What follows belongs to an exercise in optimizing a design on an open flow for small area and a short achievable clock period; a production flow would make more cautious choices.
Function was checked by simulation only, so behaviour that the tests miss may differ from the original.
Power figures rest on the tool's default switching activity, not on a simulated workload.

v55:
// fft_computer
module fft_computer(
input        i_clk,
input        i_rst_n,
input        i_data_valid,
input [31:0] i_data,
output       o_data_ready,
output       o_data_valid,
output [31:0]o_data,
input        i_data_ready
);
assign o_data_ready = 1'b1;
wire [31:0] din = {i_data[31], i_data[30:16] ^ {15{i_data[31]}},
                   i_data[15], i_data[14:0]  ^ {15{i_data[15]}}};
reg  [31:0] dl [1:7];
reg  [7:1]  dv;
wire [7:0]  dva = {dv, i_data_valid};    
reg [8:0]  pc;                  
reg [6:0]  off;                 
wire       take = (|dva) & (off[2:0] == 3'd0);
wire [7:0] old;                 
genvar k;
generate
    for (k = 0; k < 8; k = k + 1) begin : g_old
        if (k == 7) begin : g_top
            assign old[k] = dva[k];
        end else begin : g_low
            assign old[k] = dva[k] & ~(|dva[7:k+1]);
        end
    end
endgenerate
reg [31:0] psel;
integer m;
always @(*) begin
    psel = din & {32{old[0]}};
    for (m = 1; m < 8; m = m + 1)
        psel = psel | (dl[m] & {32{old[m]}});
end
wire [8:0] pc_n  = take ? pc + 9'd1 : pc;
wire [6:0] off_n = take ? off : off - 7'd1;
wire       busy  = (off_n[2:0] == 3'd0) & (pc_n[8:7] != 2'd0);    
wire       fire;                
wire [3:0] oj;                  
reg        go1, cap1, racc;
reg [3:0]  j1;
reg [15:0] rsel;                
reg [31:0] pd, pdn;             
always @(posedge i_clk) begin
    dl[1] <= din;
    for (m = 2; m < 8; m = m + 1)
        dl[m] <= dl[m-1];
    if (!i_rst_n) begin
        dv   <= 7'd0;
        pc   <= 9'd0;
        off  <= 7'd124;
  ...
==> flow/config.mk <==
export PLATFORM = sky130hd
export DESIGN_NAME = fft_computer
export DESIGN_NICKNAME = fft_computer
export VERILOG_FILES = /design/flow/design.v
export SDC_FILE = /design/flow/constraint.sdc
export NUM_CORES = 4
export LEC_CHECK = 0
export CAP_MARGIN = 20
export CORE_MARGIN = 2
export CORE_UTILIZATION = 70
export CTS_CLUSTER_DIAMETER = 80
export CTS_CLUSTER_SIZE = 22
export SLEW_MARGIN = 20
==> flow/constraint.sdc <==
create_clock -name core_clock -period 10.0 [get_ports {i_clk}]
set_input_delay 2.0000 -clock core_clock [delete_from_list [all_inputs] [get_ports {i_clk}]]
set_output_delay 2.0000 -clock core_clock [all_outputs]
set_load 0.01 [all_outputs]
standard.sh (not shown) runs the stock make flow with config.mk's settings and CLKGATE_MAP_FILE= SYNTH_SCRIPT=/design/flow/synth_recipe.tcl, a recipe that flattens the netlist after the stock synthesis.
==> flow/flow/run.sh <==
#!/bin/bash
# The standard layout, except that the port buffers are buf_2 cells rather
# than the delay cells buffer_ports picks by default (every port still gets
# its buffer), and clock tree synthesis adds no dummy loads.  make's full
# output goes to flow.log; ORFS keeps each step's log under orfs/logs/.
set -euo pipefail
export BUFFER_PORTS_ARGS="-buffer_cell sky130_fd_sc_hd__buf_2"
export CTS_ARGS="-sink_clustering_enable -repair_clock_nets -sink_clustering_size 22 -sink_clustering_max_diameter 80 -dont_use_dummy_load"
bash ./standard.sh > flow.log 2>&1
> inputs changed (v55 -> v24)
- CTS_CLUSTER_SIZE changed from 22 to 25
diff --git a/flow/flow/run.sh b/flow/flow/run.sh
--- a/flow/flow/run.sh
+++ b/flow/flow/run.sh
@@ -6,4 +6,4 @@
 set -euo pipefail
 export BUFFER_PORTS_ARGS="-buffer_cell sky130_fd_sc_hd__buf_2"
-export CTS_ARGS="-sink_clustering_enable -repair_clock_nets -sink_clustering_size 22 -sink_clustering_max_diameter 80 -dont_use_dummy_load"
+export CTS_ARGS="-sink_clustering_enable -repair_clock_nets -sink_clustering_size 25 -sink_clustering_max_diameter 80 -dont_use_dummy_load"
 bash ./standard.sh > flow.log 2>&1
## What came out
- Both conditions hold for v24: the flow ran to the end and the final layout passed the timing, design-rule and antenna checks.
- Compared v55 against v24; setup slack within noise.
- | maximum clock frequency | v55 vs v24 | ≈ equal |
- Compared with v55, v24 shows a clock network fraction of design power that is 1.1 points lower.
diff inputs: v24 => v31
- CORE_UTILIZATION: 70 -> 75
- CTS_CLUSTER_SIZE: 25 -> 16
==> flow/flow/run.sh <==
#!/bin/bash
# The standard layout, except that the port buffers are buf_2 cells rather
# than the delay cells buffer_ports picks by default.  Every port still gets
# its buffer.  make's full output goes to flow.log; ORFS keeps each step's log
# under orfs/logs/.
set -euo pipefail
export BUFFER_PORTS_ARGS="-buffer_cell sky130_fd_sc_hd__buf_2"
bash ./standard.sh > flow.log 2>&1
v31 did not finish; the tool stopped in clock tree synthesis with error DPL-0033.
On standard cell area after detailed placement, v31 and v24 are neck and neck.
CTS buffer count ends up higher on v31.
Going from v24 to v31, deepest clock path buffer count grows by 1.
Against v24, v31 comes in 0.054 ns higher on setup slack at placement.
Diff v31..v24 | netlist area before placement | unchanged
Comparing v24 against v31, there is no change at all in number of unique standard cell types used by synthesis.
v31 ends up with a number of cells after detailed placement that is about 1.5% lower than in v24.
v31: number of H-tree levels is 1 higher than what v24 reported.
#### Input delta (v8 over v31)
- a change of CORE_UTILIZATION from 75 to 72
- a change of CTS_CLUSTER_SIZE from 16 to 18
Results
The remaining runs in v31 and v8 completed every stage, whereas v31 halted early. Lower die height among v31 and v8: v31. v31 and v8 ended up with roughly the same cell area reported after detailed placement. Side by side, number of buffers created by CTS turned out lower in v8 than in v31. Summary of v8 over v31: placed wire-length estimate fell by 1.6%, xor and xnor area share after synthesis comparable, effective utilization at floorplan decreased by 3.1 points relative to the old numbers. Reported for v31 and v8, number of distinct standard cells referenced by the synthesized netlist turned out identical to the last digit. v31 -> v8: floorplan row count increased by a few percent. | synthesized area | v8 vs v31 | ≈ equal |. Pre-CTS setup slack ends up lower on v8. As far as adder and majority gate portion of the synthesized area goes, v8 and v31 are indistinguishable; the numbers are identical.
What v44 does differently from v8 at the input level:
- CTS_CLUSTER_SIZE changed from 18 to 22
- CORE_UTILIZATION changed from 72 to 70
==> results.txt <==
- Die width went up slightly going from v8 to v44.
- Summary of v44 over v8: synthesized cell count saw little to no change, count of clock-buffer cells in the layout down 86, maximum frequency up 4.9 MHz, post-route cell area went down by 0.0017 mm2, insertion delay to the later sink of the worst-skew pair went down 0.07 ns.
- v8 ended up with ctrl.od[27] as its critical path launch point; v44 ended up with ctrl.od[20].
- Final wirelength, v44 vs v8: down by a few percent
- v8 was routed with more vias than v44.
- [v44 vs v8] die area: higher in v44
- Compared with v8, in v44 first-pass GRT wire length decreased 17 mm, routed length per placed instance -4.1%.

[re-timing with driven ports]
How much do the figures lean on ideal ports? The routed layouts below were timed once more, with nothing changed but the port constraints.
Step 1: set_driving_cell puts a clkbuf_16 on i_clk and a buf_2 on each other input, an assumption about the parent block.
Step 2 moves the port delays by t, midway between the first and last clock arrival at a register: inputs arrive t later, outputs are due t later. That takes back most of the time a late clock gives input paths.
Slacks: no drivers / after step 1 / after step 2; pairs: no drivers / after step 1.
run | t (ns) | setup slack, ns | latest minus earliest clock arrival (ns)
v55 | 0.899 | 6.484 / 6.402 / 5.953 | 0.137 / 0.138
v24 | 0.893 | 6.484 / 6.402 / 5.951 | 0.110 / 0.110
v8 | 0.983 | 6.399 / 6.315 / 5.938 | 0.100 / 0.100
v44 | 0.927 | 6.461 / 6.378 / 5.945 | 0.080 / 0.081
After both steps setup and hold are still met in every run listed. For v24, which loses most, drivers alone change the setup slack by -0.082 ns; drivers and shift together by -0.533 ns.
